From an optimization exercise on the open Yosys and OpenROAD flow, aimed at small area and a short achievable clock period; shortcuts taken in it are not production practice.
At most, simulation tests tie the RTL to the original design; equivalence was not proved.

## top_module
module top_module(
    input [11:0] angleIn,
    input [11:0] setPoint,
    input [7:0] kp,
    input [7:0] ki,
    input [7:0] kd,
    input clk,
    input rst,
    output signed [8:0] dutyCycleOut
    );
For scale: roughly 84 flip-flops, about 12000 sq um of cells after synthesis.
export LEC_CHECK = 0
export CAP_MARGIN = 20
export CORE_MARGIN = 2
export CORE_UTILIZATION = 60
export CTS_BUF_LIST = sky130_fd_sc_hd__clkbuf_8
export SLEW_MARGIN = 20
export SYNTH_HIERARCHICAL = 1
create_clock -name core_clock -period 16.0 [get_ports {clk}]
standard.sh (not shown) runs the stock make flow with config.mk's settings and CLKGATE_MAP_FILE= SYNTH_SCRIPT=/design/flow/synth_recipe.tcl, a recipe that flattens the netlist after the stock synthesis.
==> flow/flow/run.sh <==
#!/bin/bash
# Standard layout, with timing repair aimed past the clock period (the SDC is
# unchanged) and ordinary buffers on the ports instead of delay cells.
set -euo pipefail
MARGIN=$(cat flow/margin.txt)
bash standard.sh SETUP_SLACK_MARGIN=$MARGIN \
  BUFFER_PORTS_ARGS="-buffer_cell sky130_fd_sc_hd__buf_1" MATCH_CELL_FOOTPRINT=0 SETUP_MOVE_SEQUENCE=unbuffer,sizeup,swap finish > standard_make.log 2>&1
==> flow/flow/margin.txt <==
11.4
The first run finished clean.
Next try:
==> flow/flow/run.sh (replaced) <==
#!/bin/bash
# The standard layout (standard.sh, unchanged synthesis), with:
#  - timing repair aimed past the clock period: SETUP_SLACK_MARGIN from
#    flow/margin.txt, repair limited to sizing moves (the SDC is unchanged);
#  - plain buffers (buf_1, resized as needed) on the ports instead of delay cells;
#  - sizing not restricted to the same cell footprint.
set -euo pipefail
MARGIN=$(cat flow/margin.txt)
bash standard.sh SETUP_SLACK_MARGIN=$MARGIN \
  BUFFER_PORTS_ARGS="-buffer_cell sky130_fd_sc_hd__buf_1" MATCH_CELL_FOOTPRINT=0 \
  SETUP_MOVE_SEQUENCE=unbuffer,sizeup,swap finish > standard_make.log 2>&1
CORE_UTILIZATION = 55   (was 60)
Outcome: Die area rises by 8.8%. Worst setup slack gets better by 0.020 ns. Area after synthesis is unchanged.
Next try:
==> flow/flow/run.sh (replaced) <==
#!/bin/bash
# Standard layout, with timing repair aimed past the clock period (the SDC is
# unchanged) and ordinary buffers on the ports instead of delay cells.
set -euo pipefail
MARGIN=$(cat flow/margin.txt)
bash standard.sh SETUP_SLACK_MARGIN=$MARGIN \
  BUFFER_PORTS_ARGS="-buffer_cell sky130_fd_sc_hd__buf_1" MATCH_CELL_FOOTPRINT=0 SETUP_MOVE_SEQUENCE=unbuffer,sizeup,swap finish > standard_make.log 2>&1
==> flow/flow/margin.txt (replaced) <==
11.3
CORE_UTILIZATION = 60   (was 55)
What happened:
- clock skew hardly moves
- global-route usage increases by 1.5 points
- wire length decreases by a few percent
- sequential cell count is unchanged
- worst hold slack is better by 0.026 ns
- via count barely changes
- worst setup slack is worse by 0.066 ns
- synthesized cell count stays the same

---

run a:
Another version of the RTL of top_module (not shown whole).
Size in the first run: roughly 1200 cells after synthesis, ~0.012 mm² of cells after synthesis.
clock: 16.0 ns
lec_check: 0
cap_margin: 20
core_margin: 2
core_utilization: 60
slew_margin: 20
synth_hierarchical: 1
==> flow/flow/run.sh <==
#!/bin/bash
# Standard layout, with timing repair aimed past the clock period (the SDC is
# unchanged) and ordinary buffers on the ports instead of delay cells.
set -euo pipefail
MARGIN=$(cat flow/margin.txt)
bash standard.sh SETUP_SLACK_MARGIN=$MARGIN \
  BUFFER_PORTS_ARGS="-buffer_cell sky130_fd_sc_hd__buf_2" MATCH_CELL_FOOTPRINT=0 finish > standard_make.log 2>&1
==> flow/flow/margin.txt <==
11.2
Run a has completed all stages; timing, DRC and antenna checks passed.
Changes in run b relative to run a:
Settings: setting CTS_BUF_LIST to sky130_fd_sc_hd__clkbuf_8 for the first time.
--- a/flow/flow/run.sh
+++ b/flow/flow/run.sh
@@ -6,2 +6,2 @@
 bash standard.sh SETUP_SLACK_MARGIN=$MARGIN \
-  BUFFER_PORTS_ARGS="-buffer_cell sky130_fd_sc_hd__buf_2" MATCH_CELL_FOOTPRINT=0 finish > standard_make.log 2>&1
+  BUFFER_PORTS_ARGS="-buffer_cell sky130_fd_sc_hd__buf_1" MATCH_CELL_FOOTPRINT=0 SETUP_MOVE_SEQUENCE=unbuffer,sizeup,swap finish > standard_make.log 2>&1
==> flow/flow/margin.txt <==
11.7
[summary]
Both conditions hold for run b: the flow ran to the end and the final layout passed the timing, DRC and antenna checks.
Comparing run b and run a, the lower data required time at the worst endpoint is on run a.
Changes observed in run b relative to run a: total number of nets in the final design moved down; wire length of the first global-routing pass moved up; global routing met2 resource utilization +1.9 points.
As far as remaining number of nets flagged by the antenna check after routing goes, run a and run b are indistinguishable; the numbers are identical.

---

top_module, a different RTL version from the one above (not shown whole).
Size in the first run: ~1300 cells after synthesis, roughly 13000 sq um of cells after synthesis.
export LEC_CHECK = 0
export CAP_MARGIN = 20
export CORE_MARGIN = 2
export CORE_UTILIZATION = 40
export SLEW_MARGIN = 20
export SYNTH_HIERARCHICAL = 1
create_clock -name core_clock -period 16.0 [get_ports {clk}]
==> flow/flow/run.sh <==
#!/bin/bash
# Standard layout, with timing repair aimed past the clock period (the SDC is
# unchanged) and ordinary buffers on the ports instead of delay cells.
set -euo pipefail
MARGIN=$(cat flow/margin.txt)
bash standard.sh SETUP_SLACK_MARGIN=$MARGIN \
  BUFFER_PORTS_ARGS="-buffer_cell sky130_fd_sc_hd__buf_2" MATCH_CELL_FOOTPRINT=0 finish > standard_make.log 2>&1
==> flow/flow/margin.txt <==
11.5
Then changed:
==> flow/flow/run.sh (replaced) <==
#!/bin/bash
# Standard layout, with timing repair aimed past the clock period (the SDC is
# unchanged) and ordinary buffers on the ports instead of delay cells.
set -euo pipefail
MARGIN=$(cat flow/margin.txt)
bash standard.sh SETUP_SLACK_MARGIN=$MARGIN \
  BUFFER_PORTS_ARGS="-buffer_cell sky130_fd_sc_hd__buf_2" finish > standard_make.log 2>&1
Core utilization goes up by 0.83 points.
Maximum frequency hardly moves.
Synthesized cell count stays the same.
Die area is unchanged.
Worst hold slack improves by 20 ps.
No run of this note included a check of the RTL's function; only the layout flow was run.

---

## rev 12
top_module, a different RTL version from the one above (not shown whole).
Size in the first run: ~84 flip-flops, about 59 I/O pins, about 12000 µm² of cells after synthesis.
Settings: LEC_CHECK=0, CAP_MARGIN=20, CORE_MARGIN=2, CORE_UTILIZATION=60, CTS_BUF_LIST=sky130_fd_sc_hd__clkbuf_8, SLEW_MARGIN=20, SYNTH_HIERARCHICAL=1; clock period 16.0 ns.
==> flow/flow/run.sh <==
#!/bin/bash
# Standard layout, with timing repair aimed past the clock period (the SDC is
# unchanged) and ordinary buffers on the ports instead of delay cells.
set -euo pipefail
MARGIN=$(cat flow/margin.txt)
bash standard.sh SETUP_SLACK_MARGIN=$MARGIN \
  BUFFER_PORTS_ARGS="-buffer_cell sky130_fd_sc_hd__buf_1" MATCH_CELL_FOOTPRINT=0 SETUP_MOVE_SEQUENCE=unbuffer,sizeup,swap finish > standard_make.log 2>&1
==> flow/flow/margin.txt <==
11.3
The following lists how rev 13 was set up differently from rev 12:
==> flow/flow/margin.txt <==
11.5
Notes after the runs:
| post-synthesis to final-layout area growth | rev 13 vs rev 12 | 0.79 points higher |
Between rev 12 and rev 13, the weighted congestion reported at the end of routability-driven placement is lower for rev 13.
Minimum setup slack in the final design: rev 13 vs rev 12 down 0.045 ns
Function was not checked in any run of this note: the RTL went through the layout flow alone.

---

Setup of trial 33:
Another version of the RTL of top_module (not shown whole).
Size: about 1800 cells after synthesis, roughly 96 flip-flops, roughly 59 I/O pins, roughly 0.017 mm^2 of cells after synthesis.
Design top_module, start of the top module:
module top_module(
    input [11:0] angleIn,
    input [11:0] setPoint,
    input [7:0] kp,
    input [7:0] ki,
    input [7:0] kd,
    input clk,
    input rst,
    output signed [8:0] dutyCycleOut
    );
    reg signed [12:0] e_r;       
    reg signed [13:0] d_r;       
    reg [7:0] kp_r, ki_r, kd_r;
    reg rst_r;
    reg signed [20:0] integ;     
    reg signed [22:0] s_r;       
    wire signed [12:0] e = $signed({1'b0, setPoint}) - $signed({1'b0, angleIn});
    wire signed [13:0] d = $signed({2'b0, setPoint}) - $signed({2'b0, angleIn}) - e_r;
    wire signed [22:0] s = e_r * $signed({1'b0, kp_r}) + d_r * $signed({1'b0, kd_r}) + integ;
    wire signed [20:0] isum = integ + e_r * $signed({1'b0, ki_r});
    always @(posedge clk) begin
        rst_r <= rst;
        e_r <= rst ? 13'sd0 : e;
        d_r <= d;
        kp_r <= kp;
        ki_r <= ki;
        kd_r <= kd;
        if (rst_r) integ <= 0;
        else if (integ > 255) integ <= 255;
        else if (integ < -255) integ <= -255;
        else integ <= isum;
        s_r <= (rst | rst_r) ? 23'sd0 : s;
    end
    assign dutyCycleOut = (s_r > 255) ? 9'sd255 : (s_r < -255) ? -9'sd255 : s_r[8:0];
endmodule
clock: 16.0 ns
lec_check: 0
cap_margin: 20
core_margin: 2
core_utilization: 40
slew_margin: 20
run.sh (not shown) runs the stock make flow with config.mk's settings and CLKGATE_MAP_FILE= SYNTH_SCRIPT=/design/flow/synth_recipe.tcl, a recipe that flattens the netlist after the stock synthesis.
Stock flow here: none of the scripts above is used.
Trial 33: done, clean on timing, DRC and antenna
The following lists how build 37 was set up differently from trial 33:
Settings: setting ABC_CLOCK_PERIOD_IN_PS to 4000 for the first time.
## What came out
Re least setup slack across all paths after layout: no difference whatsoever between trial 33 and build 37.
From build 37 to trial 33, post-route clock period utilization did not move at all.
Going from trial 33 to build 37, total vias in the final route ~0 delta, sequential share of layout area ~0 delta.
From trial 33 to build 37, first-pass GRT wire length did not move at all.
From trial 33 to build 37, final-stage net count did not move at all.
Re proportion of cell area spent on the clock network: no difference whatsoever between build 37 and trial 33.
Multi-input combinational cell count: build 37 vs trial 33 identical
Function was not checked in any run of this note: the RTL went through the layout flow alone.

-- re-timing with driven ports --
The results above use ideal ports. As a check the final layouts listed here were re-extracted and re-timed, cells and wires unchanged.
Step 1 sets driving cells, clkbuf_16 on the clock port and buf_2 on the other inputs (assumed; they add their load-dependent delay and slew).
Step 2 also shifts input and output timing later by t, the mid clock arrival at the registers, as if the neighbouring blocks saw the same clock.
a / b / c = no drivers / after step 1 / after step 2; a / b = the first two.
| run | shift t [ns] | setup WS [ns] | worst setup path at the end | slew at the worst register clock pin (ns) | worst slew at a driven data input, ns |
|---|---|---|---|---|---|
| the first run of note 1 | 0.429 | 11.321 / 11.275 / 11.032 | input to register | 0.11 / 0.11 | 0.04 |
| the second run of note 1 | 0.426 | 11.341 / 11.299 / 11.017 | input to register | 0.11 / 0.11 | 0.05 |
| the third run of note 1 | 0.429 | 11.275 / 11.275 / 10.997 | input to register | 0.11 / 0.11 | 0.03 |
| run a | 0.401 | 11.267 / 11.267 / 10.957 | input to register | 0.08 / 0.08 | 0.03 |
| run b | 0.421 | 11.302 / 11.302 / 11.022 | input to register | 0.09 / 0.09 | 0.05 |
| the first run of note 3 | 0.408 | 10.016 / 10.016 / 10.016 | register to register | 0.07 / 0.07 | 0.05 |
| the second run of note 3 | 0.415 | 10.020 / 10.020 / 10.020 | register to register | 0.08 / 0.08 | 0.07 |
| rev 12 | 0.439 | 11.127 / 11.127 / 10.924 | input to register | 0.11 / 0.11 | 0.04 |
| rev 13 | 0.425 | 11.081 / 11.081 / 10.836 | input to register | 0.10 / 0.10 | 0.05 |
| trial 33 | 0.441 | 9.649 / 9.677 / 9.236 | input to register | 0.08 / 0.08 | 0.05 |
| build 37 | 0.441 | 9.649 / 9.677 / 9.236 | input to register | 0.08 / 0.08 | 0.05 |
After both steps every run listed still meets setup and hold.
